Background: an optimization exercise with open tools, aiming at small area and a short achievable clock period. Do not read the settings as production practice.
Only simulation tests tie the RTL to the original design; equivalence was not proved.
No activity file was given, so power comes from the tool's default toggle rates.

## flow/standard.sh

```bash
#!/bin/bash
# synth_recipe.tcl (not shown) runs the flow's synth.tcl, then flattens the netlist and writes it again
# the make line also repeats each setting of config.mk as NAME=value (left out here)
make -C /OpenROAD-flow-scripts/flow DESIGN_CONFIG=/design/flow/config.mk WORK_HOME=/design/flow/orfs CLKGATE_MAP_FILE= SYNTH_SCRIPT=/design/flow/synth_recipe.tcl "${@:-finish}"
```

## flow/constraint.sdc

```tcl
create_clock -name core_clock -period 7.5 [get_ports {clk}]
set_input_delay 1.5000 -clock core_clock [delete_from_list [all_inputs] [get_ports {clk}]]
set_output_delay 1.5000 -clock core_clock [all_outputs]
set_load 0.01 [all_outputs]
```

## flow/config.mk

```make
export PLATFORM = sky130hd
export DESIGN_NAME = FloatingPoint_Multiplier_Complete
export DESIGN_NICKNAME = FloatingPoint_Multiplier_Complete
export VERILOG_FILES = /design/flow/design.v
export SDC_FILE = /design/flow/constraint.sdc
export NUM_CORES = 4
export LEC_CHECK = 0
export ABC_CLOCK_PERIOD_IN_PS = 2500
export CAP_MARGIN = 20
export CORE_MARGIN = 2
export CORE_UTILIZATION = 55
export CTS_BUF_LIST = sky130_fd_sc_hd__clkbuf_8
export SETUP_SLACK_MARGIN = 4.7
export SLEW_MARGIN = 20
```

## flow/flow/run.sh

```bash
#!/bin/bash
# Own layout flow: the standard flow (standard.sh) with two changes:
#  - synthesis runs Yosys's synth without its generic "abc -fast" pass
#    (-noabc), so the full adders written in the RTL reach extract_fa as
#    written instead of being remapped first; everything else in
#    synth_recipe.tcl (flatten, renames, registers) is unchanged;
#  - port buffers use the buffer cell named in flow/ports.txt.
# Each tool's output is in the ORFS logs under orfs/logs; make's own output
# goes to flow.log here.
set -euo pipefail
here=$(pwd)
first=$(head -n 1 synth_recipe.tcl)
if [[ "$first" != 'proc synth {args} { yosys synth -nofsm -noshare {*}$args }' ]]; then
  echo "unexpected first line of synth_recipe.tcl: $first" >&2
  exit 1
fi
{ echo 'proc synth {args} { yosys synth -nofsm -noshare -noabc {*}$args }'; tail -n +2 synth_recipe.tcl; } > own_synth.tcl
buf=$(tr -d ' \n' < flow/ports.txt)
sed -e "s#SYNTH_SCRIPT=[^ ]*#SYNTH_SCRIPT=$here/own_synth.tcl 'BUFFER_PORTS_ARGS=-buffer_cell $buf'#" standard.sh > own_standard.sh
grep -q own_synth.tcl own_standard.sh
bash own_standard.sh > flow.log 2>&1
```

## flow/flow/ports.txt

```
sky130_fd_sc_hd__buf_1
```

## flow/design.v

```verilog
`timescale 1ns/1ps
module FloatingPoint_Multiplier_Complete (
    input wire         clk,
    input wire         rst,
    input  wire [15:0] a,
    input  wire [15:0] b,
    output reg  [15:0] result,
    output reg         overflow,
    output reg         underflow
);
    wire es_g0 = a[10] & b[10];
    wire es_p0 = a[10] ^ b[10];
    wire es_g1 = a[11] & b[11];
    wire es_p1 = a[11] ^ b[11];
    wire es_g2 = a[12] & b[12];
    wire es_p2 = a[12] ^ b[12];
    wire es_g3 = a[13] & b[13];
    wire es_p3 = a[13] ^ b[13];
    wire es_g4 = a[14] & b[14];
    wire es_p4 = a[14] ^ b[14];
    wire es_G0_1 = es_g1 | (es_p1 & es_g0);
    wire es_P0_1 = es_p1 & es_p0;
    wire es_G0_2 = es_g2 | (es_p2 & es_g1);
    wire es_P0_2 = es_p2 & es_p1;
    wire es_G0_3 = es_g3 | (es_p3 & es_g2);
    wire es_P0_3 = es_p3 & es_p2;
    wire es_G0_4 = es_g4 | (es_p4 & es_g3);
    wire es_P0_4 = es_p4 & es_p3;
    wire es_G1_2 = es_G0_2 | (es_P0_2 & es_g0);
    wire es_P1_2 = es_P0_2 & es_p0;
    wire es_G1_3 = es_G0_3 | (es_P0_3 & es_G0_1);
    wire es_P1_3 = es_P0_3 & es_P0_1;
    wire es_G1_4 = es_G0_4 | (es_P0_4 & es_G0_2);
    wire es_P1_4 = es_P0_4 & es_P0_2;
    wire es_G2_4 = es_G1_4 | (es_P1_4 & es_g0);
    wire es_P2_4 = es_P1_4 & es_p0;
    wire es_s1 = es_p1 ^ es_g0;
    wire es_s2 = es_p2 ^ es_G0_1;
    wire es_s3 = es_p3 ^ es_G1_2;
    wire es_s4 = es_p4 ^ es_G1_3;
    reg        r1_sign, r1_ha;
    reg  [5:0] r1_es;    
    reg  [9:0] r1_ma;
    reg  [5:0] r1_one, r1_two;    
    reg  [4:0] r1_neg;
    wire [12:0] yb = {2'b00, b[14:10] != 5'd0, b[9:0]};
    always @(posedge clk) begin
        r1_sign <= a[15] ^ b[15];
        r1_es   <= ((a[14:0] == 15'd0) | (b[14:0] == 15'd0)) ? 6'h3f : {es_G2_4, es_s4, es_s3, es_s2, es_s1, es_p0};
        r1_ha   <= a[14:10] != 5'd0;
        r1_ma   <= a[9:0];
        r1_one[0] <= yb[0] ^ 1'b0;
        r1_two[0] <= (yb[1] & ~yb[0] & ~1'b0) | (~yb[1] & yb[0] & 1'b0);
        r1_neg[0] <= yb[1];
        r1_one[1] <= yb[2] ^ yb[1];
        r1_two[1] <= (yb[3] & ~yb[2] & ~yb[1]) | (~yb[3] & yb[2] & yb[1]);
        r1_neg[1] <= yb[3];
        r1_one[2] <= yb[4] ^ yb[3];
        r1_two[2] <= (yb[5] & ~yb[4] & ~yb[3]) | (~yb[5] & yb[4] & yb[3]);
        r1_neg[2] <= yb[5];
        r1_one[3] <= yb[6] ^ yb[5];
        r1_two[3] <= (yb[7] & ~yb[6] & ~yb[5]) | (~yb[7] & yb[6] & yb[5]);
        r1_neg[3] <= yb[7];
        r1_one[4] <= yb[8] ^ yb[7];
        r1_two[4] <= (yb[9] & ~yb[8] & ~yb[7]) | (~yb[9] & yb[8] & yb[7]);
        r1_neg[4] <= yb[9];
        r1_one[5] <= yb[10] ^ yb[9];
        r1_two[5] <= (yb[11] & ~yb[10] & ~yb[9]) | (~yb[11] & yb[10] & yb[9]);
    end
    wire [10:0] mx = {r1_ha, r1_ma};
    wire bp0_0 = ((r1_one[0] & mx[0])) ^ r1_neg[0];
    wire bp0_1 = ((r1_one[0] & mx[1]) | (r1_two[0] & mx[0])) ^ r1_neg[0];
    wire bp0_2 = ((r1_one[0] & mx[2]) | (r1_two[0] & mx[1])) ^ r1_neg[0];
    wire bp0_3 = ((r1_one[0] & mx[3]) | (r1_two[0] & mx[2])) ^ r1_neg[0];
    wire bp0_4 = ((r1_one[0] & mx[4]) | (r1_two[0] & mx[3])) ^ r1_neg[0];
    wire bp0_5 = ((r1_one[0] & mx[5]) | (r1_two[0] & mx[4])) ^ r1_neg[0];
    wire bp0_6 = ((r1_one[0] & mx[6]) | (r1_two[0] & mx[5])) ^ r1_neg[0];
    wire bp0_7 = ((r1_one[0] & mx[7]) | (r1_two[0] & mx[6])) ^ r1_neg[0];
    wire bp0_8 = ((r1_one[0] & mx[8]) | (r1_two[0] & mx[7])) ^ r1_neg[0];
    wire bp0_9 = ((r1_one[0] & mx[9]) | (r1_two[0] & mx[8])) ^ r1_neg[0];
    wire bp0_10 = ((r1_one[0] & mx[10]) | (r1_two[0] & mx[9])) ^ r1_neg[0];
    wire bp0_11 = ((r1_two[0] & mx[10])) ^ r1_neg[0];
    wire bp1_0 = ((r1_one[1] & mx[0])) ^ r1_neg[1];
    wire bp1_1 = ((r1_one[1] & mx[1]) | (r1_two[1] & mx[0])) ^ r1_neg[1];
    wire bp1_2 = ((r1_one[1] & mx[2]) | (r1_two[1] & mx[1])) ^ r1_neg[1];
    wire bp1_3 = ((r1_one[1] & mx[3]) | (r1_two[1] & mx[2])) ^ r1_neg[1];
    wire bp1_4 = ((r1_one[1] & mx[4]) | (r1_two[1] & mx[3])) ^ r1_neg[1];
    wire bp1_5 = ((r1_one[1] & mx[5]) | (r1_two[1] & mx[4])) ^ r1_neg[1];
    wire bp1_6 = ((r1_one[1] & mx[6]) | (r1_two[1] & mx[5])) ^ r1_neg[1];
    wire bp1_7 = ((r1_one[1] & mx[7]) | (r1_two[1] & mx[6])) ^ r1_neg[1];
    wire bp1_8 = ((r1_one[1] & mx[8]) | (r1_two[1] & mx[7])) ^ r1_neg[1];
    wire bp1_9 = ((r1_one[1] & mx[9]) | (r1_two[1] & mx[8])) ^ r1_neg[1];
    wire bp1_10 = ((r1_one[1] & mx[10]) | (r1_two[1] & mx[9])) ^ r1_neg[1];
    wire bp1_11 = ((r1_two[1] & mx[10])) ^ r1_neg[1];
    wire bp2_0 = ((r1_one[2] & mx[0])) ^ r1_neg[2];
    wire bp2_1 = ((r1_one[2] & mx[1]) | (r1_two[2] & mx[0])) ^ r1_neg[2];
    wire bp2_2 = ((r1_one[2] & mx[2]) | (r1_two[2] & mx[1])) ^ r1_neg[2];
    wire bp2_3 = ((r1_one[2] & mx[3]) | (r1_two[2] & mx[2])) ^ r1_neg[2];
    wire bp2_4 = ((r1_one[2] & mx[4]) | (r1_two[2] & mx[3])) ^ r1_neg[2];
    wire bp2_5 = ((r1_one[2] & mx[5]) | (r1_two[2] & mx[4])) ^ r1_neg[2];
    wire bp2_6 = ((r1_one[2] & mx[6]) | (r1_two[2] & mx[5])) ^ r1_neg[2];
    wire bp2_7 = ((r1_one[2] & mx[7]) | (r1_two[2] & mx[6])) ^ r1_neg[2];
    wire bp2_8 = ((r1_one[2] & mx[8]) | (r1_two[2] & mx[7])) ^ r1_neg[2];
    wire bp2_9 = ((r1_one[2] & mx[9]) | (r1_two[2] & mx[8])) ^ r1_neg[2];
    wire bp2_10 = ((r1_one[2] & mx[10]) | (r1_two[2] & mx[9])) ^ r1_neg[2];
    wire bp2_11 = ((r1_two[2] & mx[10])) ^ r1_neg[2];
    wire bp3_0 = ((r1_one[3] & mx[0])) ^ r1_neg[3];
    wire bp3_1 = ((r1_one[3] & mx[1]) | (r1_two[3] & mx[0])) ^ r1_neg[3];
    wire bp3_2 = ((r1_one[3] & mx[2]) | (r1_two[3] & mx[1])) ^ r1_neg[3];
    wire bp3_3 = ((r1_one[3] & mx[3]) | (r1_two[3] & mx[2])) ^ r1_neg[3];
    wire bp3_4 = ((r1_one[3] & mx[4]) | (r1_two[3] & mx[3])) ^ r1_neg[3];
    wire bp3_5 = ((r1_one[3] & mx[5]) | (r1_two[3] & mx[4])) ^ r1_neg[3];
    wire bp3_6 = ((r1_one[3] & mx[6]) | (r1_two[3] & mx[5])) ^ r1_neg[3];
    wire bp3_7 = ((r1_one[3] & mx[7]) | (r1_two[3] & mx[6])) ^ r1_neg[3];
    wire bp3_8 = ((r1_one[3] & mx[8]) | (r1_two[3] & mx[7])) ^ r1_neg[3];
    wire bp3_9 = ((r1_one[3] & mx[9]) | (r1_two[3] & mx[8])) ^ r1_neg[3];
    wire bp3_10 = ((r1_one[3] & mx[10]) | (r1_two[3] & mx[9])) ^ r1_neg[3];
    wire bp3_11 = ((r1_two[3] & mx[10])) ^ r1_neg[3];
    wire bp4_0 = ((r1_one[4] & mx[0])) ^ r1_neg[4];
    wire bp4_1 = ((r1_one[4] & mx[1]) | (r1_two[4] & mx[0])) ^ r1_neg[4];
    wire bp4_2 = ((r1_one[4] & mx[2]) | (r1_two[4] & mx[1])) ^ r1_neg[4];
    wire bp4_3 = ((r1_one[4] & mx[3]) | (r1_two[4] & mx[2])) ^ r1_neg[4];
    wire bp4_4 = ((r1_one[4] & mx[4]) | (r1_two[4] & mx[3])) ^ r1_neg[4];
    wire bp4_5 = ((r1_one[4] & mx[5]) | (r1_two[4] & mx[4])) ^ r1_neg[4];
    wire bp4_6 = ((r1_one[4] & mx[6]) | (r1_two[4] & mx[5])) ^ r1_neg[4];
    wire bp4_7 = ((r1_one[4] & mx[7]) | (r1_two[4] & mx[6])) ^ r1_neg[4];
    wire bp4_8 = ((r1_one[4] & mx[8]) | (r1_two[4] & mx[7])) ^ r1_neg[4];
    wire bp4_9 = ((r1_one[4] & mx[9]) | (r1_two[4] & mx[8])) ^ r1_neg[4];
    wire bp4_10 = ((r1_one[4] & mx[10]) | (r1_two[4] & mx[9])) ^ r1_neg[4];
    wire bp4_11 = ((r1_two[4] & mx[10])) ^ r1_neg[4];
    wire bp5_0 = (r1_one[5] & mx[0]);
    wire bp5_1 = (r1_one[5] & mx[1]) | (r1_two[5] & mx[0]);
    wire bp5_2 = (r1_one[5] & mx[2]) | (r1_two[5] & mx[1]);
    wire bp5_3 = (r1_one[5] & mx[3]) | (r1_two[5] & mx[2]);
    wire bp5_4 = (r1_one[5] & mx[4]) | (r1_two[5] & mx[3]);
    wire bp5_5 = (r1_one[5] & mx[5]) | (r1_two[5] & mx[4]);
    wire bp5_6 = (r1_one[5] & mx[6]) | (r1_two[5] & mx[5]);
    wire bp5_7 = (r1_one[5] & mx[7]) | (r1_two[5] & mx[6]);
    wire bp5_8 = (r1_one[5] & mx[8]) | (r1_two[5] & mx[7]);
    wire bp5_9 = (r1_one[5] & mx[9]) | (r1_two[5] & mx[8]);
    wire bp5_10 = (r1_one[5] & mx[10]) | (r1_two[5] & mx[9]);
    wire bp5_11 = (r1_two[5] & mx[10]);
    wire hs0 = r1_neg[3] ^ bp0_6;
    wire hc0 = r1_neg[3] & bp0_6;
    wire hs1 = bp0_7 ^ bp1_5;
    wire hc1 = bp0_7 & bp1_5;
    wire fs0 = r1_neg[4] ^ bp0_8 ^ bp1_6;
    wire fc0 = (r1_neg[4] & bp0_8) | (r1_neg[4] & bp1_6) | (bp0_8 & bp1_6);
    wire hs2 = bp2_4 ^ bp3_2;
    wire hc2 = bp2_4 & bp3_2;
    wire fs1 = bp0_9 ^ bp1_7 ^ bp2_5;
    wire fc1 = (bp0_9 & bp1_7) | (bp0_9 & bp2_5) | (bp1_7 & bp2_5);
    wire hs3 = bp3_3 ^ bp4_1;
    wire hc3 = bp3_3 & bp4_1;
    wire fs2 = bp0_10 ^ bp1_8 ^ bp2_6;
    wire fc2 = (bp0_10 & bp1_8) | (bp0_10 & bp2_6) | (bp1_8 & bp2_6);
    wire fs3 = bp3_4 ^ bp4_2 ^ bp5_0;
    wire fc3 = (bp3_4 & bp4_2) | (bp3_4 & bp5_0) | (bp4_2 & bp5_0);
    wire fs4 = bp0_11 ^ bp1_9 ^ bp2_7;
    wire fc4 = (bp0_11 & bp1_9) | (bp0_11 & bp2_7) | (bp1_9 & bp2_7);
    wire fs5 = bp3_5 ^ bp4_3 ^ bp5_1;
    wire fc5 = (bp3_5 & bp4_3) | (bp3_5 & bp5_1) | (bp4_3 & bp5_1);
    wire fs6 = r1_neg[0] ^ bp1_10 ^ bp2_8;
    wire fc6 = (r1_neg[0] & bp1_10) | (r1_neg[0] & bp2_8) | (bp1_10 & bp2_8);
    wire fs7 = bp3_6 ^ bp4_4 ^ bp5_2;
    wire fc7 = (bp3_6 & bp4_4) | (bp3_6 & bp5_2) | (bp4_4 & bp5_2);
    wire fs8 = r1_neg[0] ^ bp1_11 ^ bp2_9;
    wire fc8 = (r1_neg[0] & bp1_11) | (r1_neg[0] & bp2_9) | (bp1_11 & bp2_9);
    wire fs9 = bp3_7 ^ bp4_5 ^ bp5_3;
    wire fc9 = (bp3_7 & bp4_5) | (bp3_7 & bp5_3) | (bp4_5 & bp5_3);
    wire fs10 = ~r1_neg[0] ^ ~r1_neg[1] ^ bp2_10;
    wire fc10 = (~r1_neg[0] & ~r1_neg[1]) | (~r1_neg[0] & bp2_10) | (~r1_neg[1] & bp2_10);
    wire fs11 = bp3_8 ^ bp4_6 ^ bp5_4;
    wire fc11 = (bp3_8 & bp4_6) | (bp3_8 & bp5_4) | (bp4_6 & bp5_4);
    wire fs12 = 1'b1 ^ bp2_11 ^ bp3_9;
    wire fc12 = (1'b1 & bp2_11) | (1'b1 & bp3_9) | (bp2_11 & bp3_9);
    wire hs4 = bp4_7 ^ bp5_5;
    wire hc4 = bp4_7 & bp5_5;
    wire fs13 = ~r1_neg[2] ^ bp3_10 ^ bp4_8;
    wire fc13 = (~r1_neg[2] & bp3_10) | (~r1_neg[2] & bp4_8) | (bp3_10 & bp4_8);
    wire hs5 = 1'b1 ^ bp3_11;
    wire hc5 = 1'b1 & bp3_11;
    wire hs6 = r1_neg[2] ^ bp0_4;
    wire hc6 = r1_neg[2] & bp0_4;
    wire hs7 = bp0_5 ^ bp1_3;
    wire hc7 = bp0_5 & bp1_3;
    wire fs14 = bp1_4 ^ bp2_2 ^ bp3_0;
    wire fc14 = (bp1_4 & bp2_2) | (bp1_4 & bp3_0) | (bp2_2 & bp3_0);
    wire fs15 = bp2_3 ^ bp3_1 ^ hc0;
    wire fc15 = (bp2_3 & bp3_1) | (bp2_3 & hc0) | (bp3_1 & hc0);
    wire fs16 = bp4_0 ^ hc1 ^ hs2;
    wire fc16 = (bp4_0 & hc1) | (bp4_0 & hs2) | (hc1 & hs2);
    wire fs17 = hc2 ^ hs3 ^ fc0;
    wire fc17 = (hc2 & hs3) | (hc2 & fc0) | (hs3 & fc0);
    wire fs18 = hc3 ^ fc1 ^ fs2;
    wire fc18 = (hc3 & fc1) | (hc3 & fs2) | (fc1 & fs2);
    wire fs19 = fc2 ^ fc3 ^ fs4;
    wire fc19 = (fc2 & fc3) | (fc2 & fs4) | (fc3 & fs4);
    wire fs20 = fc4 ^ fc5 ^ fs6;
    wire fc20 = (fc4 & fc5) | (fc4 & fs6) | (fc5 & fs6);
    wire fs21 = fc6 ^ fc7 ^ fs8;
    wire fc21 = (fc6 & fc7) | (fc6 & fs8) | (fc7 & fs8);
    wire fs22 = fc8 ^ fc9 ^ fs10;
    wire fc22 = (fc8 & fc9) | (fc8 & fs10) | (fc9 & fs10);
    wire fs23 = hs4 ^ fc10 ^ fc11;
    wire fc23 = (hs4 & fc10) | (hs4 & fc11) | (fc10 & fc11);
    wire fs24 = bp5_6 ^ hc4 ^ fc12;
    wire fc24 = (bp5_6 & hc4) | (bp5_6 & fc12) | (hc4 & fc12);
    wire fs25 = bp4_9 ^ bp5_7 ^ hs5;
    wire fc25 = (bp4_9 & bp5_7) | (bp4_9 & hs5) | (bp5_7 & hs5);
    wire fs26 = ~r1_neg[3] ^ bp4_10 ^ bp5_8;
    wire fc26 = (~r1_neg[3] & bp4_10) | (~r1_neg[3] & bp5_8) | (bp4_10 & bp5_8);
    wire hs8 = 1'b1 ^ bp4_11;
    wire hc8 = 1'b1 & bp4_11;
    wire hs9 = r1_neg[1] ^ bp0_2;
    wire hc9 = r1_neg[1] & bp0_2;
    wire hs10 = bp0_3 ^ bp1_1;
    wire hc10 = bp0_3 & bp1_1;
    wire fs27 = bp1_2 ^ bp2_0 ^ hs6;
    wire fc27 = (bp1_2 & bp2_0) | (bp1_2 & hs6) | (bp2_0 & hs6);
    wire fs28 = bp2_1 ^ hc6 ^ hs7;
    wire fc28 = (bp2_1 & hc6) | (bp2_1 & hs7) | (hc6 & hs7);
    wire fs29 = hc7 ^ hs0 ^ fs14;
    wire fc29 = (hc7 & hs0) | (hc7 & fs14) | (hs0 & fs14);
    wire fs30 = hs1 ^ fc14 ^ fs15;
    wire fc30 = (hs1 & fc14) | (hs1 & fs15) | (fc14 & fs15);
    wire fs31 = fs0 ^ fc15 ^ fs16;
    wire fc31 = (fs0 & fc15) | (fs0 & fs16) | (fc15 & fs16);
    wire fs32 = fs1 ^ fc16 ^ fs17;
    wire fc32 = (fs1 & fc16) | (fs1 & fs17) | (fc16 & fs17);
    wire fs33 = fs3 ^ fc17 ^ fs18;
    wire fc33 = (fs3 & fc17) | (fs3 & fs18) | (fc17 & fs18);
    wire fs34 = fs5 ^ fc18 ^ fs19;
    wire fc34 = (fs5 & fc18) | (fs5 & fs19) | (fc18 & fs19);
    wire fs35 = fs7 ^ fc19 ^ fs20;
    wire fc35 = (fs7 & fc19) | (fs7 & fs20) | (fc19 & fs20);
    wire fs36 = fs9 ^ fc20 ^ fs21;
    wire fc36 = (fs9 & fc20) | (fs9 & fs21) | (fc20 & fs21);
    wire fs37 = fs11 ^ fc21 ^ fs22;
    wire fc37 = (fs11 & fc21) | (fs11 & fs22) | (fc21 & fs22);
    wire fs38 = fs12 ^ fc22 ^ fs23;
    wire fc38 = (fs12 & fc22) | (fs12 & fs23) | (fc22 & fs23);
    wire fs39 = fs13 ^ fc23 ^ fs24;
    wire fc39 = (fs13 & fc23) | (fs13 & fs24) | (fc23 & fs24);
    wire fs40 = fc13 ^ fc24 ^ fs25;
    wire fc40 = (fc13 & fc24) | (fc13 & fs25) | (fc24 & fs25);
    wire fs41 = hc5 ^ fs26 ^ fc25;
    wire fc41 = (hc5 & fs26) | (hc5 & fc25) | (fs26 & fc25);
    wire fs42 = bp5_9 ^ hs8 ^ fc26;
    wire fc42 = (bp5_9 & hs8) | (bp5_9 & fc26) | (hs8 & fc26);
    wire fs43 = ~r1_neg[4] ^ bp5_10 ^ hc8;
    wire fc43 = (~r1_neg[4] & bp5_10) | (~r1_neg[4] & hc8) | (bp5_10 & hc8);
    wire hs11 = 1'b1 ^ bp5_11;
    wire lo_g0 = r1_neg[0] & bp0_0;
    wire lo_p0 = r1_neg[0] ^ bp0_0;
    wire lo_g2 = bp1_0 & hs9;
    wire lo_p2 = bp1_0 ^ hs9;
    wire lo_g3 = hc9 & hs10;
    wire lo_p3 = hc9 ^ hs10;
    wire lo_g4 = hc10 & fs27;
    wire lo_p4 = hc10 ^ fs27;
    wire lo_g5 = fc27 & fs28;
    wire lo_p5 = fc27 ^ fs28;
    wire lo_g6 = fc28 & fs29;
    wire lo_p6 = fc28 ^ fs29;
    wire lo_g7 = fc29 & fs30;
    wire lo_p7 = fc29 ^ fs30;
    wire lo_G0_1 = (bp0_1 & lo_g0);
    wire lo_P0_1 = bp0_1 & lo_p0;
    wire lo_G0_2 = lo_g2;
    wire lo_P0_2 = lo_p2 & bp0_1;
    wire lo_G0_3 = lo_g3 | (lo_p3 & lo_g2);
    wire lo_P0_3 = lo_p3 & lo_p2;
    wire lo_G0_4 = lo_g4 | (lo_p4 & lo_g3);
    wire lo_P0_4 = lo_p4 & lo_p3;
    wire lo_G0_5 = lo_g5 | (lo_p5 & lo_g4);
    wire lo_P0_5 = lo_p5 & lo_p4;
    wire lo_G0_6 = lo_g6 | (lo_p6 & lo_g5);
    wire lo_P0_6 = lo_p6 & lo_p5;
    wire lo_G0_7 = lo_g7 | (lo_p7 & lo_g6);
    wire lo_P0_7 = lo_p7 & lo_p6;
    wire lo_G1_2 = lo_G0_2 | (lo_P0_2 & lo_g0);
    wire lo_P1_2 = lo_P0_2 & lo_p0;
    wire lo_G1_3 = lo_G0_3 | (lo_P0_3 & lo_G0_1);
    wire lo_P1_3 = lo_P0_3 & lo_P0_1;
    wire lo_G1_4 = lo_G0_4 | (lo_P0_4 & lo_G0_2);
    wire lo_P1_4 = lo_P0_4 & lo_P0_2;
    wire lo_G1_5 = lo_G0_5 | (lo_P0_5 & lo_G0_3);
    wire lo_P1_5 = lo_P0_5 & lo_P0_3;
    wire lo_G1_6 = lo_G0_6 | (lo_P0_6 & lo_G0_4);
    wire lo_P1_6 = lo_P0_6 & lo_P0_4;
    wire lo_G1_7 = lo_G0_7 | (lo_P0_7 & lo_G0_5);
    wire lo_P1_7 = lo_P0_7 & lo_P0_5;
    wire lo_G2_4 = lo_G1_4 | (lo_P1_4 & lo_g0);
    wire lo_P2_4 = lo_P1_4 & lo_p0;
    wire lo_G2_5 = lo_G1_5 | (lo_P1_5 & lo_G0_1);
    wire lo_P2_5 = lo_P1_5 & lo_P0_1;
    wire lo_G2_6 = lo_G1_6 | (lo_P1_6 & lo_G1_2);
    wire lo_P2_6 = lo_P1_6 & lo_P1_2;
    wire lo_G2_7 = lo_G1_7 | (lo_P1_7 & lo_G1_3);
    wire lo_P2_7 = lo_P1_7 & lo_P1_3;
    wire lo_s1 = bp0_1 ^ lo_g0;
    wire lo_s2 = lo_p2 ^ lo_G0_1;
    wire lo_s3 = lo_p3 ^ lo_G1_2;
    wire lo_s4 = lo_p4 ^ lo_G1_3;
    wire lo_s5 = lo_p5 ^ lo_G2_4;
    wire lo_s6 = lo_p6 ^ lo_G2_5;
    wire lo_s7 = lo_p7 ^ lo_G2_6;
    wire [7:0] nlo = {lo_s7, lo_s6, lo_s5, lo_s4, lo_s3, lo_s2, lo_s1, lo_p0};
    wire zq0 = ~(r1_neg[0] ^ bp0_0);
    wire zq1 = ~(bp0_1 ^ (r1_neg[0] | bp0_0));
    wire zq2 = ~((bp1_0 ^ hs9) ^ bp0_1);
    wire zq3 = ~((hc9 ^ hs10) ^ (bp1_0 | hs9));
    wire zq4 = ~((hc10 ^ fs27) ^ (hc9 | hs10));
    wire zq5 = ~((fc27 ^ fs28) ^ (hc10 | fs27));
    wire zq6 = ~((fc28 ^ fs29) ^ (fc27 | fs28));
    wire zq7 = ~((fc29 ^ fs30) ^ (fc28 | fs29));
    wire zq8 = ~((fc30 ^ fs31) ^ (fc29 | fs30));
    wire zq9 = ~((fc31 ^ fs32) ^ (fc30 | fs31));
    wire zr1 = ~(bp0_1 ^ (r1_neg[0] & bp0_0));
    wire z08 = zq0 & zq1 & zq2 & zq3 & zq4 & zq5 & zq6 & zq7 & zq8;    
    wire z19 = zr1 & zq2 & zq3 & zq4 & zq5 & zq6 & zq7 & zq8 & zq9;    
    reg [21:8] r2_a;
    reg [21:8] r2_b;
    reg        r2_cin;
    reg        r2_zA;
    reg        r2_zB;
    reg        r2_z0c;
    reg        r2_z1c;
    reg        r2_sign;
    reg  [5:0] r2_es;
    always @(posedge clk) begin
        r2_cin <= lo_G2_7;
        r2_zA <= zq2 & zq3 & zq4 & zq5;
        r2_zB <= zq6 & zq7 & zq8;
        r2_z0c <= zq0 & zq1;
        r2_z1c <= zr1 & zq9;
        r2_a[8] <= fc30;
        r2_b[8] <= fs31;
        r2_a[9] <= fc31;
        r2_b[9] <= fs32;
        r2_a[10] <= fc32;
        r2_b[10] <= fs33;
        r2_a[11] <= fc33;
        r2_b[11] <= fs34;
        r2_a[12] <= fc34;
        r2_b[12] <= fs35;
        r2_a[13] <= fc35;
        r2_b[13] <= fs36;
        r2_a[14] <= fc36;
        r2_b[14] <= fs37;
        r2_a[15] <= fs38;
        r2_b[15] <= fc37;
        r2_a[16] <= fc38;
        r2_b[16] <= fs39;
        r2_a[17] <= fc39;
        r2_b[17] <= fs40;
        r2_a[18] <= fc40;
        r2_b[18] <= fs41;
        r2_a[19] <= fs42;
        r2_b[19] <= fc41;
        r2_a[20] <= fs43;
        r2_b[20] <= fc42;
        r2_a[21] <= hs11;
        r2_b[21] <= fc43;
        r2_sign <= r1_sign;
        r2_es <= r1_es;
    end
    wire hi_g0 = r2_a[8] & r2_b[8];
    wire hi_p0 = r2_a[8] ^ r2_b[8];
    wire hi_g1 = r2_a[9] & r2_b[9];
    wire hi_p1 = r2_a[9] ^ r2_b[9];
    wire hi_g2 = r2_a[10] & r2_b[10];
    wire hi_p2 = r2_a[10] ^ r2_b[10];
    wire hi_g3 = r2_a[11] & r2_b[11];
    wire hi_p3 = r2_a[11] ^ r2_b[11];
    wire hi_g4 = r2_a[12] & r2_b[12];
    wire hi_p4 = r2_a[12] ^ r2_b[12];
    wire hi_g5 = r2_a[13] & r2_b[13];
    wire hi_p5 = r2_a[13] ^ r2_b[13];
    wire hi_g6 = r2_a[14] & r2_b[14];
    wire hi_p6 = r2_a[14] ^ r2_b[14];
    wire hi_g7 = r2_a[15] & r2_b[15];
    wire hi_p7 = r2_a[15] ^ r2_b[15];
    wire hi_g8 = r2_a[16] & r2_b[16];
    wire hi_p8 = r2_a[16] ^ r2_b[16];
    wire hi_g9 = r2_a[17] & r2_b[17];
    wire hi_p9 = r2_a[17] ^ r2_b[17];
    wire hi_g10 = r2_a[18] & r2_b[18];
    wire hi_p10 = r2_a[18] ^ r2_b[18];
    wire hi_g11 = r2_a[19] & r2_b[19];
    wire hi_p11 = r2_a[19] ^ r2_b[19];
    wire hi_g12 = r2_a[20] & r2_b[20];
    wire hi_p12 = r2_a[20] ^ r2_b[20];
    wire hi_g13 = r2_a[21] & r2_b[21];
    wire hi_p13 = r2_a[21] ^ r2_b[21];
    wire hi_G0_1 = hi_g1 | (hi_p1 & hi_g0);
    wire hi_P0_1 = hi_p1 & hi_p0;
    wire hi_G0_2 = hi_g2 | (hi_p2 & hi_g1);
    wire hi_P0_2 = hi_p2 & hi_p1;
    wire hi_G0_3 = hi_g3 | (hi_p3 & hi_g2);
    wire hi_P0_3 = hi_p3 & hi_p2;
    wire hi_G0_4 = hi_g4 | (hi_p4 & hi_g3);
    wire hi_P0_4 = hi_p4 & hi_p3;
    wire hi_G0_5 = hi_g5 | (hi_p5 & hi_g4);
    wire hi_P0_5 = hi_p5 & hi_p4;
    wire hi_G0_6 = hi_g6 | (hi_p6 & hi_g5);
    wire hi_P0_6 = hi_p6 & hi_p5;
    wire hi_G0_7 = hi_g7 | (hi_p7 & hi_g6);
    wire hi_P0_7 = hi_p7 & hi_p6;
    wire hi_G0_8 = hi_g8 | (hi_p8 & hi_g7);
    wire hi_P0_8 = hi_p8 & hi_p7;
    wire hi_G0_9 = hi_g9 | (hi_p9 & hi_g8);
    wire hi_P0_9 = hi_p9 & hi_p8;
    wire hi_G0_10 = hi_g10 | (hi_p10 & hi_g9);
    wire hi_P0_10 = hi_p10 & hi_p9;
    wire hi_G0_11 = hi_g11 | (hi_p11 & hi_g10);
    wire hi_P0_11 = hi_p11 & hi_p10;
    wire hi_G0_12 = hi_g12 | (hi_p12 & hi_g11);
    wire hi_P0_12 = hi_p12 & hi_p11;
    wire hi_G0_13 = hi_g13 | (hi_p13 & hi_g12);
    wire hi_P0_13 = hi_p13 & hi_p12;
    wire hi_G1_2 = hi_G0_2 | (hi_P0_2 & hi_g0);
    wire hi_P1_2 = hi_P0_2 & hi_p0;
    wire hi_G1_3 = hi_G0_3 | (hi_P0_3 & hi_G0_1);
    wire hi_P1_3 = hi_P0_3 & hi_P0_1;
    wire hi_G1_4 = hi_G0_4 | (hi_P0_4 & hi_G0_2);
    wire hi_P1_4 = hi_P0_4 & hi_P0_2;
    wire hi_G1_5 = hi_G0_5 | (hi_P0_5 & hi_G0_3);
    wire hi_P1_5 = hi_P0_5 & hi_P0_3;
    wire hi_G1_6 = hi_G0_6 | (hi_P0_6 & hi_G0_4);
    wire hi_P1_6 = hi_P0_6 & hi_P0_4;
    wire hi_G1_7 = hi_G0_7 | (hi_P0_7 & hi_G0_5);
    wire hi_P1_7 = hi_P0_7 & hi_P0_5;
    wire hi_G1_8 = hi_G0_8 | (hi_P0_8 & hi_G0_6);
    wire hi_P1_8 = hi_P0_8 & hi_P0_6;
    wire hi_G1_9 = hi_G0_9 | (hi_P0_9 & hi_G0_7);
    wire hi_P1_9 = hi_P0_9 & hi_P0_7;
    wire hi_G1_10 = hi_G0_10 | (hi_P0_10 & hi_G0_8);
    wire hi_P1_10 = hi_P0_10 & hi_P0_8;
    wire hi_G1_11 = hi_G0_11 | (hi_P0_11 & hi_G0_9);
    wire hi_P1_11 = hi_P0_11 & hi_P0_9;
    wire hi_G1_12 = hi_G0_12 | (hi_P0_12 & hi_G0_10);
    wire hi_P1_12 = hi_P0_12 & hi_P0_10;
    wire hi_G1_13 = hi_G0_13 | (hi_P0_13 & hi_G0_11);
    wire hi_P1_13 = hi_P0_13 & hi_P0_11;
    wire hi_G2_4 = hi_G1_4 | (hi_P1_4 & hi_g0);
    wire hi_P2_4 = hi_P1_4 & hi_p0;
    wire hi_G2_5 = hi_G1_5 | (hi_P1_5 & hi_G0_1);
    wire hi_P2_5 = hi_P1_5 & hi_P0_1;
    wire hi_G2_6 = hi_G1_6 | (hi_P1_6 & hi_G1_2);
    wire hi_P2_6 = hi_P1_6 & hi_P1_2;
    wire hi_G2_7 = hi_G1_7 | (hi_P1_7 & hi_G1_3);
    wire hi_P2_7 = hi_P1_7 & hi_P1_3;
    wire hi_G2_8 = hi_G1_8 | (hi_P1_8 & hi_G1_4);
    wire hi_P2_8 = hi_P1_8 & hi_P1_4;
    wire hi_G2_9 = hi_G1_9 | (hi_P1_9 & hi_G1_5);
    wire hi_P2_9 = hi_P1_9 & hi_P1_5;
    wire hi_G2_10 = hi_G1_10 | (hi_P1_10 & hi_G1_6);
    wire hi_P2_10 = hi_P1_10 & hi_P1_6;
    wire hi_G2_11 = hi_G1_11 | (hi_P1_11 & hi_G1_7);
    wire hi_P2_11 = hi_P1_11 & hi_P1_7;
    wire hi_G2_12 = hi_G1_12 | (hi_P1_12 & hi_G1_8);
    wire hi_P2_12 = hi_P1_12 & hi_P1_8;
    wire hi_G2_13 = hi_G1_13 | (hi_P1_13 & hi_G1_9);
    wire hi_P2_13 = hi_P1_13 & hi_P1_9;
    wire hi_G3_8 = hi_G2_8 | (hi_P2_8 & hi_g0);
    wire hi_P3_8 = hi_P2_8 & hi_p0;
    wire hi_G3_9 = hi_G2_9 | (hi_P2_9 & hi_G0_1);
    wire hi_P3_9 = hi_P2_9 & hi_P0_1;
    wire hi_G3_10 = hi_G2_10 | (hi_P2_10 & hi_G1_2);
    wire hi_P3_10 = hi_P2_10 & hi_P1_2;
    wire hi_G3_11 = hi_G2_11 | (hi_P2_11 & hi_G1_3);
    wire hi_P3_11 = hi_P2_11 & hi_P1_3;
    wire hi_G3_12 = hi_G2_12 | (hi_P2_12 & hi_G2_4);
    wire hi_P3_12 = hi_P2_12 & hi_P2_4;
    wire hi_G3_13 = hi_G2_13 | (hi_P2_13 & hi_G2_5);
    wire hi_P3_13 = hi_P2_13 & hi_P2_5;
    wire hi_s0 = hi_p0 ^ r2_cin;
    wire hi_C1 = hi_g0 | (hi_p0 & r2_cin);
    wire hi_s1 = hi_p1 ^ hi_C1;
    wire hi_C2 = hi_G0_1 | (hi_P0_1 & r2_cin);
    wire hi_s2 = hi_p2 ^ hi_C2;
    wire hi_C3 = hi_G1_2 | (hi_P1_2 & r2_cin);
    wire hi_s3 = hi_p3 ^ hi_C3;
    wire hi_C4 = hi_G1_3 | (hi_P1_3 & r2_cin);
    wire hi_s4 = hi_p4 ^ hi_C4;
    wire hi_C5 = hi_G2_4 | (hi_P2_4 & r2_cin);
    wire hi_s5 = hi_p5 ^ hi_C5;
    wire hi_C6 = hi_G2_5 | (hi_P2_5 & r2_cin);
    wire hi_s6 = hi_p6 ^ hi_C6;
    wire hi_C7 = hi_G2_6 | (hi_P2_6 & r2_cin);
    wire hi_s7 = hi_p7 ^ hi_C7;
    wire hi_C8 = hi_G2_7 | (hi_P2_7 & r2_cin);
    wire hi_s8 = hi_p8 ^ hi_C8;
    wire hi_C9 = hi_G3_8 | (hi_P3_8 & r2_cin);
    wire hi_s9 = hi_p9 ^ hi_C9;
    wire hi_C10 = hi_G3_9 | (hi_P3_9 & r2_cin);
    wire hi_s10 = hi_p10 ^ hi_C10;
    wire hi_C11 = hi_G3_10 | (hi_P3_10 & r2_cin);
    wire hi_s11 = hi_p11 ^ hi_C11;
    wire hi_C12 = hi_G3_11 | (hi_P3_11 & r2_cin);
    wire hi_s12 = hi_p12 ^ hi_C12;
    wire hi_C13 = hi_G3_12 | (hi_P3_12 & r2_cin);
    wire hi_s13 = hi_p13 ^ hi_C13;
    wire hi_C14 = hi_G3_13 | (hi_P3_13 & r2_cin);
    wire tie0 = hi_s1 & r2_zA & r2_zB & r2_z0c;
    wire tie1 = hi_s2 & r2_zA & r2_zB & r2_z1c;
    wire r0_a0_1 = hi_s2 & hi_s1;
    wire r0_a0_2 = hi_s3 & hi_s2;
    wire r0_a0_3 = hi_s4 & hi_s3;
    wire r0_a0_4 = hi_s5 & hi_s4;
    wire r0_a0_5 = hi_s6 & hi_s5;
    wire r0_a0_6 = hi_s7 & hi_s6;
    wire r0_a0_7 = hi_s8 & hi_s7;
    wire r0_a0_8 = hi_s9 & hi_s8;
    wire r0_a0_9 = hi_s10 & hi_s9;
    wire r0_a0_10 = hi_s11 & hi_s10;
    wire r0_a0_11 = hi_s12 & hi_s11;
    wire r0_a1_2 = r0_a0_2 & hi_s1;
    wire r0_a1_3 = r0_a0_3 & r0_a0_1;
    wire r0_a1_4 = r0_a0_4 & r0_a0_2;
    wire r0_a1_5 = r0_a0_5 & r0_a0_3;
    wire r0_a1_6 = r0_a0_6 & r0_a0_4;
    wire r0_a1_7 = r0_a0_7 & r0_a0_5;
    wire r0_a1_8 = r0_a0_8 & r0_a0_6;
    wire r0_a1_9 = r0_a0_9 & r0_a0_7;
    wire r0_a1_10 = r0_a0_10 & r0_a0_8;
    wire r0_a1_11 = r0_a0_11 & r0_a0_9;
    wire r0_a2_4 = r0_a1_4 & hi_s1;
    wire r0_a2_5 = r0_a1_5 & r0_a0_1;
    wire r0_a2_6 = r0_a1_6 & r0_a1_2;
    wire r0_a2_7 = r0_a1_7 & r0_a1_3;
    wire r0_a2_8 = r0_a1_8 & r0_a1_4;
    wire r0_a2_9 = r0_a1_9 & r0_a1_5;
    wire r0_a2_10 = r0_a1_10 & r0_a1_6;
    wire r0_a2_11 = r0_a1_11 & r0_a1_7;
    wire r0_a3_8 = r0_a2_8 & hi_s1;
    wire r0_a3_9 = r0_a2_9 & r0_a0_1;
    wire r0_a3_10 = r0_a2_10 & r0_a1_2;
    wire r0_a3_11 = r0_a2_11 & r0_a1_3;
    wire r0_0 = hi_s2 ^ hi_s1;
    wire r0_1 = hi_s3 ^ r0_a0_1;
    wire r0_2 = hi_s4 ^ r0_a1_2;
    wire r0_3 = hi_s5 ^ r0_a1_3;
    wire r0_4 = hi_s6 ^ r0_a2_4;
    wire r0_5 = hi_s7 ^ r0_a2_5;
    wire r0_6 = hi_s8 ^ r0_a2_6;
    wire r0_7 = hi_s9 ^ r0_a2_7;
    wire r0_8 = hi_s10 ^ r0_a3_8;
    wire r0_9 = hi_s11 ^ r0_a3_9;
    wire r0_10 = hi_s12 ^ r0_a3_10;
    wire c9 = (r2_a[8] & r2_b[8]) | ((r2_a[8] ^ r2_b[8]) & r2_cin);
    wire ones920 = ((r2_a[9] ^ r2_b[9]) ^ c9) & ((r2_a[9] & r2_b[9]) ^ (r2_a[10] ^ r2_b[10])) & ((r2_a[10] & r2_b[10]) ^ (r2_a[11] ^ r2_b[11])) & ((r2_a[11] & r2_b[11]) ^ (r2_a[12] ^ r2_b[12])) & ((r2_a[12] & r2_b[12]) ^ (r2_a[13] ^ r2_b[13])) & ((r2_a[13] & r2_b[13]) ^ (r2_a[14] ^ r2_b[14])) & ((r2_a[14] & r2_b[14]) ^ (r2_a[15] ^ r2_b[15])) & ((r2_a[15] & r2_b[15]) ^ (r2_a[16] ^ r2_b[16])) & ((r2_a[16] & r2_b[16]) ^ (r2_a[17] ^ r2_b[17])) & ((r2_a[17] & r2_b[17]) ^ (r2_a[18] ^ r2_b[18])) & ((r2_a[18] & r2_b[18]) ^ (r2_a[19] ^ r2_b[19])) & ((r2_a[19] & r2_b[19]) ^ (r2_a[20] ^ r2_b[20]));
    wire r0_top = hi_s13 | ones920;    
    wire r1_a0_1 = hi_s3 & hi_s2;
    wire r1_a0_2 = hi_s4 & hi_s3;
    wire r1_a0_3 = hi_s5 & hi_s4;
    wire r1_a0_4 = hi_s6 & hi_s5;
    wire r1_a0_5 = hi_s7 & hi_s6;
    wire r1_a0_6 = hi_s8 & hi_s7;
    wire r1_a0_7 = hi_s9 & hi_s8;
    wire r1_a0_8 = hi_s10 & hi_s9;
    wire r1_a0_9 = hi_s11 & hi_s10;
    wire r1_a0_10 = hi_s12 & hi_s11;
    wire r1_a1_2 = r1_a0_2 & hi_s2;
    wire r1_a1_3 = r1_a0_3 & r1_a0_1;
    wire r1_a1_4 = r1_a0_4 & r1_a0_2;
    wire r1_a1_5 = r1_a0_5 & r1_a0_3;
    wire r1_a1_6 = r1_a0_6 & r1_a0_4;
    wire r1_a1_7 = r1_a0_7 & r1_a0_5;
    wire r1_a1_8 = r1_a0_8 & r1_a0_6;
    wire r1_a1_9 = r1_a0_9 & r1_a0_7;
    wire r1_a1_10 = r1_a0_10 & r1_a0_8;
    wire r1_a2_4 = r1_a1_4 & hi_s2;
    wire r1_a2_5 = r1_a1_5 & r1_a0_1;
    wire r1_a2_6 = r1_a1_6 & r1_a1_2;
    wire r1_a2_7 = r1_a1_7 & r1_a1_3;
    wire r1_a2_8 = r1_a1_8 & r1_a1_4;
    wire r1_a2_9 = r1_a1_9 & r1_a1_5;
    wire r1_a2_10 = r1_a1_10 & r1_a1_6;
    wire r1_a3_8 = r1_a2_8 & hi_s2;
    wire r1_a3_9 = r1_a2_9 & r1_a0_1;
    wire r1_a3_10 = r1_a2_10 & r1_a1_2;
    wire r1_0 = hi_s3 ^ hi_s2;
    wire r1_1 = hi_s4 ^ r1_a0_1;
    wire r1_2 = hi_s5 ^ r1_a1_2;
    wire r1_3 = hi_s6 ^ r1_a1_3;
    wire r1_4 = hi_s7 ^ r1_a2_4;
    wire r1_5 = hi_s8 ^ r1_a2_5;
    wire r1_6 = hi_s9 ^ r1_a2_6;
    wire r1_7 = hi_s10 ^ r1_a2_7;
    wire r1_8 = hi_s11 ^ r1_a3_8;
    wire r1_9 = hi_s12 ^ r1_a3_9;
    wire [9:0] mant0 = {r0_9, r0_8, r0_7, r0_6, r0_5, r0_4, r0_3, r0_2, r0_1, r0_0} & ~{9'd0, tie0};
    wire [9:0] mant1 = {r1_9, r1_8, r1_7, r1_6, r1_5, r1_4, r1_3, r1_2, r1_1, r1_0} & ~{9'd0, tie1};
    wire [9:0] mant  = r0_top ? mant1 : mant0;
    wire       r2_zero = &r2_es;
    wire       ovf0 = r2_es >= 6'd46;
    wire       ovf1 = r2_es >= 6'd45;
    wire       unf0 = r2_es <= 6'd15;
    wire       unf1 = r2_es <= 6'd14;
    wire [4:0] ef0  = r2_es[4:0] + 5'd17;
    wire [4:0] ef1  = r2_es[4:0] + 5'd18;
    wire       ovf  = r0_top ? ovf1 : ovf0;
    wire       unf  = r0_top ? unf1 : unf0;
    wire [4:0] ef   = r0_top ? ef1 : ef0;
    reg        r3_nz, r3_ovf, r3_unf;    
    reg [15:0] r3_val;
    always @(posedge clk or posedge rst) begin
        if (rst) begin
            r3_nz  <= 1'b0;
            r3_ovf <= 1'b0;
            r3_unf <= 1'b0;
            r3_val <= 16'd0;
        end else begin
            r3_nz  <= ~r2_zero & ~ovf & ~unf;
            r3_ovf <= ~r2_zero & ovf;
            r3_unf <= ~r2_zero & ~ovf & unf;
            r3_val <= {r2_sign, ef, mant};
        end
    end
    always @(*) begin
        result    = r3_nz ? r3_val : (r3_ovf ? 16'h7F80 : 16'd0);
        overflow  = r3_ovf;
        underflow = r3_unf;
    end
endmodule
```

==> results of run 1 <==
cell usage after synthesis (10+ instances only):
cell type | n | area (um^2)
a21oi_1 | 14 | 70.1
a22oi_1 | 54 | 405
and2_1 | 10 | 62.6
clkbuf_1 | 26 | 97.6
dfrtp_1 | 19 | 475
dfxtp_1 | 75 | 1500
fa_1 | 55 | 1100
ha_1 | 54 | 676
inv_1 | 37 | 139
nand2_1 | 55 | 206
nand3_1 | 10 | 50.1
nor2_1 | 18 | 67.6
o21ai_0 | 13 | 65.1
xnor2_1 | 78 | 683
xor2_1 | 23 | 201
routing by layer:
metal,GRT usage [%],share of wire [%]
met1,32.9,47
met2,37.1,48
met3,2.74,3.5
met4,8.35,1.5
met5,0,0
power breakdown:
| group | leakage (nW) | switching [W] | internal (W) |
|---|---|---|---|
| sequential | 0.864 | 0.000125 | 0.000669 |
| clock | 0.0985 | 0.000204 | 0.000132 |
| combinational | 2.16 | 0.00140 | 0.00119 |
| total | 3.13 | 0.00173 | 0.00199 |
stage by stage:
stage	hold slack, ns	setup WS (ns)	total power, W	util, %	cells
after floorplan	0.310	4.71	0.00253	-	654
after global placement	0.311	4.23	0.00294	58.3	817
after detailed placement	0.313	4.07	0.00300	58.3	817
final	0.334	4.75	0.00372	64.3	853
after global routing	0.345	4.63	0.00407	64.3	853
after CTS	0.336	4.71	0.00352	61.7	839
cells by family (layout without fill, tap and decap cells):
logic type	Yosys count	in the layout	synth area share [%]
simple gates	143	143	10.6
mux	2	2	0.295
xor+xnor	107	107	14.5
flops	94	94	29.2
buf+inv	72	124	4.34
fa+ha+maj	109	109	26.2
compound gates	127	127	14.9
state kept, by name, summed over array words and instances (netlist names):
register and cells:
r2_zA 1, r2_zB 1, r1_es 6, r2_z1c 1
r1_ha 1, r3_val 16, r1_one 6, r1_sign 1
r2_z0c 1, r2_b 14, r2_es 6, r1_neg 5
r1_ma 10, r2_cin 1, r1_two 6, r2_a 14
r3_unf 1, r3_ovf 1, r2_sign 1, r3_nz 1
area by class of cell:
| class | count | area [um^2] | area share [%] |
|---|---|---|---|
| clock inverters | 7 | 75.1 | 0.972 |
| repair buffers | 71 | 365 | 4.73 |
| flip-flops and latches | 94 | 2060 | 26.6 |
| inverters | 37 | 139 | 1.80 |
| multi-input cells | 488 | 4780 | 61.9 |
| clock buffers | 9 | 124 | 1.60 |
| well taps | 147 | 184 | 2.38 |
critical path, cell delays in order, from the launching register on:
cell and delay (ns):
dfxtp_2 0.34, ha_4 0.17, fa_2 0.45, a31oi_4 0.21, o21ai_4 0.13, a211oi_4 0.29, o21bai_4 0.15, xor2_4 0.21
or3_4 0.39, o221a_1 0.21, a21oi_1 0.13
worst max-delay path by stage:
| stage | end | slack, ns | cells past startpoint |
|---|---|---|---|
| floorplan | r2_z1c | 4.71 | 11 |
| global placement | r3_val[9] | 4.23 | 10 |
| detailed placement | r3_val[9] | 4.07 | 10 |
| CTS | r3_val[8] | 4.71 | 11 |
| global route | r3_val[8] | 4.63 | 10 |
| finish | r3_val[6] | 4.75 | 10 |
what timing repair did:
| item | in CTS | in global routing |
|---|---|---|
| gates resized for setup | 42 | 54 |
| buffers inserted | 6 | 14 |
| pin swaps | 5 | 15 |
| endpoints found under the setup margin | 40 | 12 |
| cloned | 0 | 0 |
==> results.py, run 1 <==
metrics = {
    "critical_path": {
        "critPathLaunch": "r2_b[9]",
        "worstSetupPathType": "reg2reg",
        "crit_arrival_ns": 3.07,
        "rr_startpoint": "r2_b[9]",
        "worstRegToRegCells": 10,
        "cp_max_fo": 6,
        "critPathCaptureType": "register",
        "cp.required_ns": 7.82,
        "r2r_setup_slack_ns": 4.75,
        "r2r_end": "r3_val[6]",
        "start_kind": "register",
    },
    "clock_network": {
        "cts_sinks": 94,
        "insertion_delay_ns": 0.38,
        "clockBufferDepth": 2,
        "hold_buffers": 0,
        "cts_tree": "done",
        "path_clk_slew_ns": 0.10,
        "root_buffer": "clkbuf_8",
        "cts_max_level": 3,
        "numCtsBuffers": 9,
    },
    "timing": {
        "slew_viol_final": 0,
        "relSlewSlack_pct": 45.4,
        "worst_slew_pin_slew_ns": 0.817,
        "rsz0062_at_grt": "yes",
        "tns_ns": 0,
        "fmax_mhz": 363,
        "skew_ns": 0.00834,
        "finalCriticalPeriod_ns": 2.75,
        "period_share_pct": 36.7,
        "setup-violations-final": 0,
        "final_hold_viol_count": 0,
    },
    "yosys": {
        "syn_inst": 654,
        "synthFlopType": "dfxtp_1",
        "syn-cell-area_um2": 6780,
        "ys_async_sr_fraction_pct": 20.2,
        "synth_edf_count": 0,
        "yosys_warnings": 1,
        "syn_nets": 797,
        "synthDistinctLibCells": 66,
        "synth_seq_cells": 94,
        "seq_area_frac_synth_pct": 29.2,
        "synth_area_per_cell_um2": 10.4,
    },
    "floorplanning": {
        "core_area_um2": 12000,
        "floorplan.initialDensity_pct": 56.4,
        "die_x_um": 115,
        "io_pins": 52,
        "fp.dieArea_um2": 13200,
        "rows": 40,
        "die_h_um": 115,
    },
    "final_layout": {
        "layout_commonest_cell": "xnor2_1",
        "nFillCells": 1005,
        "mostFrequentLayoutCells": "xnor2_1, nand2_1, fa_1",
        "fin_area_um2": 7730,
        "nets": 844,
        "area_growth_pct": 14.0,
        "layout-drive-gt1-share_pct": 17.8,
        "antenna_cells": 0,
    },
    "worst_hold_path": {
        "holdCritStartpoint": "r2_sign",
        "hold_end": "r3_val[15]",
        "whs_path_depth": 0,
        "hold_class": "reg2reg",
    },
    "power": {
        "powerDensity_nw_per_um2": 482,
        "total_leakage_power_nw": 3.13,
        "ir_drop_v": 0.000228,
    },
    "grt": {
        "gr-total-overflow": 0,
        "antenna_found_initial": 0,
        "grt_pass1_wl_um": 23800,
        "grt_max_degree": 20,
        "grt_pass1_vias": 4811,
        "grt_usage_pct": 23.2,
    },
    "detailed_routing": {
        "route.detailed.wl_per_inst_um": 16.8,
        "final_antenna_net_count": 0,
        "first_iter_violations": 388,
        "wl_um": 14300,
        "via_per_inst": 5.64,
        "vias": 4807,
        "drc": 0,
        "drtPass1Iterations": 5,
    },
    "place": {
        "gp_congestion": 0.901,
        "dpl_cell_area_um2": 7000,
        "dp_hpwl_um": 10800,
        "port_buffers": 51,
    },
    "flow_run": {
        "drv_cap": 0,
    },
    "status": {
        "status": "complete, no violations",
    },
}
==> inputs of run 2 (changes only) <==
--- a/flow/config.mk
+++ b/flow/config.mk
@@ -10,5 +10,5 @@
 export CORE_MARGIN = 2
 export CORE_UTILIZATION = 55
 export CTS_BUF_LIST = sky130_fd_sc_hd__clkbuf_8
-export SETUP_SLACK_MARGIN = 4.7
+export SETUP_SLACK_MARGIN = 4.5
 export SLEW_MARGIN = 20
==> run 2 against run 1 <==
Net effect:
- global-route usage decreased by 0.81 points
- maximum frequency is 3.9% lower
- clock power is 1% lower
- non-clock buffer count is 14 lower
- highest routed layer unchanged
- clock-buffer cell count unchanged
- final cell count shrank 1.6%
- critical path type unchanged
- still clean on timing, DRC and antenna
- synthesized cell count unchanged
- largest power group unchanged
==> results.py, run 2 <==
metrics = {
    "timing": {
        "worst_hold_slack_ns": 0.333,
        "fmax_mhz": 349,
        "worst_slack_ns": 4.63,
        "finalCriticalPeriod_ns": 2.87,
        "worst_slew_pin_slew_ns": 0.743,
        "setup-violations-final": 0,
        "rsz0062_at_grt": "no",
        "skew_ns": 0.00681,
        "final_hold_viol_count": 0,
        "tns_ns": 0,
        "relSlewSlack_pct": 50.4,
        "period_share_pct": 38.2,
        "slew_viol_final": 0,
    },
    "yosys": {
        "synth_top_area_share_pct": 22.2,
        "synth_seq_cells": 94,
        "synthDistinctLibCells": 66,
        "syn_inst": 654,
        "ys_async_sr_fraction_pct": 20.2,
        "yosys_warnings": 1,
        "synthFlopType": "dfxtp_1",
        "synth_area_leaders": "dfxtp_1, fa_1, xnor2_1",
        "syn-cell-area_um2": 6780,
        "synth_edf_count": 0,
        "syn_nets": 797,
        "seq_area_frac_synth_pct": 29.2,
        "yosysTopAreaCell": "dfxtp_1",
        "ys_top_cells_by_count": "xnor2_1, dfxtp_1, fa_1, nand2_1",
        "synth.most_common_cell": "xnor2_1",
        "synth_area_per_cell_um2": 10.4,
    },
    "critical_path": {
        "worstSetupPathType": "reg2reg",
        "r2r_end": "r3_val[6]",
        "r2r_setup_slack_ns": 4.63,
        "crit_family": "adder cells",
        "critPathCaptureType": "register",
        "crit_arrival_ns": 3.17,
        "cp.required_ns": 7.81,
        "crit_buf_inv": 0,
        "max_stage_delay_ns": 0.46,
        "crit_chain": "ha_1 > fa_1 > a31oi_1 > o21ai_1 > xor2_1 > nand4_2 > or3_4 > o221a_1 > a21oi_1",
        "slowest_stage": "fa_1",
        "start_kind": "register",
        "rr_startpoint": "r2_a[10]",
        "worstRegToRegCells": 9,
        "cp_max_fo": 5,
    },
    "grt": {
        "grt_pass1_wl_um": 23200,
        "antenna_found_initial": 0,
        "gr-total-overflow": 0,
        "grt_pass1_vias": 4678,
        "grt_max_degree": 20,
        "grt_usage_pct": 22.4,
    },
    "worst_hold_path": {
        "hold_end": "r2_es[1]",
        "hold_class": "reg2reg",
        "whs_path_depth": 0,
        "holdCritStartpoint": "r1_es[1]",
    },
    "detailed_routing": {
        "first_iter_violations": 324,
        "drc": 0,
        "route.detailed.wl_per_inst_um": 16.4,
        "vias": 4744,
        "final_antenna_net_count": 0,
        "via_per_inst": 5.65,
        "drtPass1Iterations": 5,
        "wl_um": 13700,
    },
    "floorplanning": {
        "die_x_um": 115,
        "core_area_um2": 12000,
        "fp.dieArea_um2": 13200,
        "io_pins": 52,
        "die_h_um": 115,
        "floorplan.initialDensity_pct": 56.4,
        "rows": 40,
    },
    "clock_network": {
        "path_clk_slew_ns": 0.10,
        "cts_tree": "done",
        "insertion_delay_ns": 0.37,
        "hold_buffers": 0,
        "numCtsBuffers": 9,
        "clockBufferDepth": 2,
        "root_buffer": "clkbuf_8",
        "cts_max_level": 3,
        "cts_sinks": 94,
    },
    "status": {
        "status": "complete, no violations",
    },
    "final_layout": {
        "reg_top3": "r3_val (16), r2_a (14), r2_b (14)",
        "layout_commonest_cell": "xnor2_1",
        "mostFrequentLayoutCells": "xnor2_1, dfxtp_1, nand2_1, a22oi_1, fa_1",
        "regMostFlops": "r3_val",
        "area_growth_pct": 8.11,
        "largest_reg_flops": 16,
        "antenna_cells": 0,
        "layoutNonFillerInstCount": 839,
        "final_util_pct": 61.0,
        "layout-drive-gt1-share_pct": 10.8,
        "nets": 830,
        "nFillCells": 1042,
    },
    "place": {
        "dp_hpwl_um": 10700,
        "dp_slack_ns": 4.08,
        "place_inst": 817,
        "port_buffers": 51,
        "gp_congestion": 0.890,
    },
    "power": {
        "powerDensity_nw_per_um2": 463,
        "total_leakage_power_nw": 3.00,
        "ir_drop_v": 0.000192,
    },
    "flow_run": {
        "drv_cap": 0,
    },
}
## run 2: cell count changes in the layout (fill, tap and decap cells not counted), moves of 5 or more
cell     previous run  this run
dfxtp_4            18         0
a22oi_1            49        54
ha_1               48        53
buf_4              17         6
dfxtp_1            49        58
dfxtp_2             8        17
a22oi_2             5         0
## run 2: how the worst max path moves through the flow
stage / cells past startpoint / to / start
after floorplan: 10 / r2_z1c / r1_neg[2]
after global placement: 10 / r3_val[9] / r2_a[9]
after global routing: 9 / r3_val[9] / r2_a[10]
after detailed placement: 10 / r3_val[9] / r2_a[9]
after CTS: 3 / result[9] / r3_nz
final: 9 / r3_val[6] / r2_a[10]
## run 2: kinds of logic (layout without fill, tap and decap cells)
group / after synthesis / in the layout / synth area share, %
buffers and inverters: 72 / 110 / 4.34
XOR/XNOR: 107 / 107 / 14.5
adder cells (fa/ha/maj): 109 / 109 / 26.2
multiplexers: 2 / 2 / 0.295
flip-flops: 94 / 94 / 29.2
AO/OA/AOI/OAI: 127 / 127 / 14.9
AND/OR/NAND/NOR: 143 / 143 / 10.6
## run 2: final cells by class
cell class	count	area [um^2]	share of cell area, %
repair buffers	57	236	3.23
multi-input cells	488	4570	62.4
inverters	37	139	1.90
clock inverters	7	72.6	0.991
clock buffers	9	124	1.69
flip-flops and latches	94	2000	27.3
well taps	147	184	2.51
## run 2: metrics by stage
stage	total power (W)	area, um^2
floorplan	0.00253	6780
global placement	0.00294	7000
detailed placement	0.00299	7000
CTS	0.00334	7210
global route	0.00373	7330
finish	0.00339	7330
## run 2: layer usage
layer	wire length [um]	vias up	track usage, %
met4	168	0	7.71
met2	6650	99	36.1
li1	-	2305	-
met5	0	-	0
met1	6410	2329	31.7
met3	494	11	2.53
## run 2: where the power goes
part / total [W] / leakage (nW) / switching (W) / internal [W]
combinational: 0.00227 / 2.05 / 0.00128 / 0.000994
sequential: 0.000786 / 0.857 / 0.000118 / 0.000669
clock: 0.000331 / 0.0966 / 0.000201 / 0.000130
total: 0.00339 / 3.00 / 0.00160 / 0.00179
## run 2: what timing repair did
| item | 4_1_cts | 5_1_grt |
|---|---|---|
| hold endpoints to repair | 0 | 0 |
| gates resized for setup | 8 | 22 |
| endpoints found under the setup margin | 22 | 19 |
| setup buffers | 0 | 6 |
| pin swaps | 0 | 3 |
| cloned | 0 | 0 |
==> inputs of run 3 (changes only) <==
--- a/flow/config.mk
+++ b/flow/config.mk
@@ -5,7 +5,7 @@
 export SDC_FILE = /design/flow/constraint.sdc
 export NUM_CORES = 4
 export LEC_CHECK = 0
-export ABC_CLOCK_PERIOD_IN_PS = 2500
+export ABC_CLOCK_PERIOD_IN_PS = 1500
 export CAP_MARGIN = 20
 export CORE_MARGIN = 2
 export CORE_UTILIZATION = 55
==> run 3 against run 2 <==
Net effect:
- non-clock buffer count did not move
- still clean
- highest routed layer unchanged
- area after synthesis did not move
- clock-buffer cell count did not move
- utilization did not move
- synthesized cell count did not move
- worst hold slack did not move
- largest cell class unchanged
==> results.py, run 3 <==
metrics = {
    "grt": {
        "grt_pass1_wl_um": 23200,
        "antenna_found_initial": 0,
        "grt_max_degree": 20,
        "grt_usage_pct": 22.4,
        "grt_pass1_vias": 4678,
        "gr-total-overflow": 0,
    },
    "detailed_routing": {
        "drc": 0,
        "vias": 4744,
        "first_iter_violations": 324,
        "via_per_inst": 5.65,
        "final_antenna_net_count": 0,
        "wl_um": 13700,
        "route.detailed.wl_per_inst_um": 16.4,
        "drtPass1Iterations": 5,
    },
    "timing": {
        "period_share_pct": 38.2,
        "final_hold_viol_count": 0,
        "relSlewSlack_pct": 50.4,
        "rsz0062_at_grt": "no",
        "finalCriticalPeriod_ns": 2.87,
        "slew_viol_final": 0,
        "setup-violations-final": 0,
        "fmax_mhz": 349,
        "skew_ns": 0.00681,
        "worst_slew_pin_slew_ns": 0.743,
        "worst_slack_ns": 4.63,
        "tns_ns": 0,
    },
    "yosys": {
        "ys_top_cells_by_count": "xnor2_1, dfxtp_1, fa_1, nand2_1",
        "syn-cell-area_um2": 6780,
        "synth_edf_count": 0,
        "syn_inst": 654,
        "synth_top_area_share_pct": 22.2,
        "synthDistinctLibCells": 66,
        "synthFlopType": "dfxtp_1",
        "seq_area_frac_synth_pct": 29.2,
        "yosysTopAreaCell": "dfxtp_1",
        "syn_nets": 797,
        "synth_seq_cells": 94,
        "synth_area_leaders": "dfxtp_1, fa_1, xnor2_1",
        "yosys_warnings": 1,
        "ys_async_sr_fraction_pct": 20.2,
        "synth.most_common_cell": "xnor2_1",
        "synth_area_per_cell_um2": 10.4,
    },
    "final_layout": {
        "mostFrequentLayoutCells": "xnor2_1, dfxtp_1, nand2_1, a22oi_1, fa_1",
        "layout_commonest_cell": "xnor2_1",
        "area_growth_pct": 8.11,
        "antenna_cells": 0,
        "nFillCells": 1042,
        "regMostFlops": "r3_val",
        "regArea_um2": 2000,
        "reg_top3": "r3_val (16), r2_a (14), r2_b (14)",
        "largest_reg_flops": 16,
        "layout-drive-gt1-share_pct": 10.8,
        "nets": 830,
        "layoutNonFillerInstCount": 839,
        "multi_input_area_um2": 4570,
        "fin_area_um2": 7330,
    },
    "floorplanning": {
        "fp.dieArea_um2": 13200,
        "rows": 40,
        "die_x_um": 115,
        "core_area_um2": 12000,
        "die_h_um": 115,
        "io_pins": 52,
        "floorplan.initialDensity_pct": 56.4,
    },
    "flow_run": {
        "drv_cap": 0,
    },
    "clock_network": {
        "insertion_delay_ns": 0.37,
        "root_buffer": "clkbuf_8",
        "clockBufferDepth": 2,
        "cts_max_level": 3,
        "cts_tree": "done",
        "numCtsBuffers": 9,
        "cts_sinks": 94,
        "path_clk_slew_ns": 0.10,
    },
    "critical_path": {
        "crit_chain": "ha_1 > fa_1 > a31oi_1 > o21ai_1 > xor2_1 > nand4_2 > or3_4 > o221a_1 > a21oi_1",
        "critPathCaptureType": "register",
        "max_stage_delay_ns": 0.46,
        "r2r_setup_slack_ns": 4.63,
        "cp_max_fo": 5,
        "crit_arrival_ns": 3.17,
        "cp.required_ns": 7.81,
        "worstSetupPathType": "reg2reg",
        "start_kind": "register",
        "slowest_stage": "fa_1",
    },
    "power": {
        "p_total_w": 0.00339,
        "ir_drop_v": 0.000192,
        "powerDensity_nw_per_um2": 463,
        "total_leakage_power_nw": 3.00,
    },
    "place": {
        "dp_hpwl_um": 10700,
        "place_inst": 817,
        "gp_congestion": 0.890,
        "dp_slack_ns": 4.08,
        "dpl_cell_area_um2": 7000,
        "port_buffers": 51,
    },
    "worst_hold_path": {
        "hold_class": "reg2reg",
    },
    "status": {
        "status": "complete, no violations",
    },
}
run 3: cell counts in the layout (fill, tap and decap cells not counted):
No cell type changed its count.
run 3: critical path, delay by kind of cell (launching register included):
kind | cells | cell delay (ns)
flip-flops | 1 | 0.34
adder cells (fa/ha/maj) | 2 | 0.68
AO/OA/AOI/OAI | 4 | 0.65
AND/OR/NAND/NOR | 2 | 0.67
XOR/XNOR | 1 | 0.46
run 3: final timing paths:
| kind | to | depth (start not counted) | startpoint |
|---|---|---|---|
| min in group asynchronous | r3_val[0] | 2 | rst |
| max | r3_val[6] | 9 | r2_a[10] |
| max in group asynchronous | r3_nz | 2 | rst |
| max reg2reg | r3_val[6] | 9 | r2_a[10] |
| min reg2reg | r2_es[1] | 0 | r1_es[1] |
| min | r2_es[1] | 0 | r1_es[1] |
run 3: routing by layer:
| layer | part of all wire [%] | track usage, % | vias to the layer above |
|---|---|---|---|
| met2 | 48 | 36.1 | 99 |
| met5 | 0 | 0 | - |
| met4 | 1.2 | 7.71 | 0 |
| li1 | - | - | 2305 |
| met1 | 47 | 31.7 | 2329 |
| met3 | 3.6 | 2.53 | 11 |
run 3: cell type report:
| type | instances | area share [%] |
|---|---|---|
| timing repair buffer | 57 | 3.23 |
| sequential | 94 | 27.3 |
| clock buffer | 9 | 1.69 |
| clock inverter | 7 | 0.991 |
| inverter | 37 | 1.90 |
| tap | 147 | 2.51 |
| multi-input combinational | 488 | 62.4 |
run 3: logic make-up (layout without fill, tap and decap cells):
logic type | Yosys count | count (layout) | share of synthesized area, %
compound gates | 127 | 127 | 14.9
xor+xnor | 107 | 107 | 14.5
buf+inv | 72 | 110 | 4.34
mux | 2 | 2 | 0.295
fa+ha+maj | 109 | 109 | 26.2
simple gates | 143 | 143 | 10.6
flops | 94 | 94 | 29.2
run 3: per-stage QoR:
stage	hold WS (ns)	utilization, %
finish	0.333	61.0
global route	0.346	61.0
CTS	0.335	60.0
detailed placement	0.315	58.3
global placement	0.312	58.3
floorplan	0.310	-
run 3: power breakdown:
part	internal (W)	switching, W	total, W
Clock	0.000130	0.000201	0.000331
Combinational	0.000994	0.00128	0.00227
Sequential	0.000669	0.000118	0.000786
run 3: what timing repair did:
item / 4_1_cts / 5_1_grt
buffers inserted: 0 / 6
resized for setup: 8 / 22
pin swaps: 0 / 3
hold buffers: 0 / 0
endpoints found under the setup margin: 22 / 19

afterwards: timing with drivers on the ports:
In the flow no input, the clock included, has a driving cell. The finished layouts below were timed again as built, in two steps.
Step 1: set_driving_cell puts a clkbuf_16 on clk and a buf_2 on each other input, an assumption about the parent block.
Step 2 times the ports against the registers' clock, not the clock port: input delays grow and output delays shrink by t, the midpoint of the rising clock arrivals with the driver on.
Slacks: no drivers / after step 1 / after step 2; pairs: no drivers / after step 1.
run	shift t [ns]	slack for setup (ns)	worst hold slack (ns)	clock arrival spread, ns	slew at the worst register clock pin (ns)
run 1	0.412	4.747 / 4.729 / 4.603	0.334 / 0.334 / 0.334	0.010 / 0.011	0.10 / 0.10
run 2	0.407	4.635 / 4.635 / 4.588	0.333 / 0.333 / 0.333	0.007 / 0.008	0.10 / 0.10
run 3	0.407	4.635 / 4.635 / 4.588	0.333 / 0.333 / 0.333	0.007 / 0.008	0.10 / 0.10
After both steps setup and hold are still met in every run listed. For run 1, which loses most, drivers alone change the setup slack by -0.018 ns; drivers and shift together by -0.144 ns.
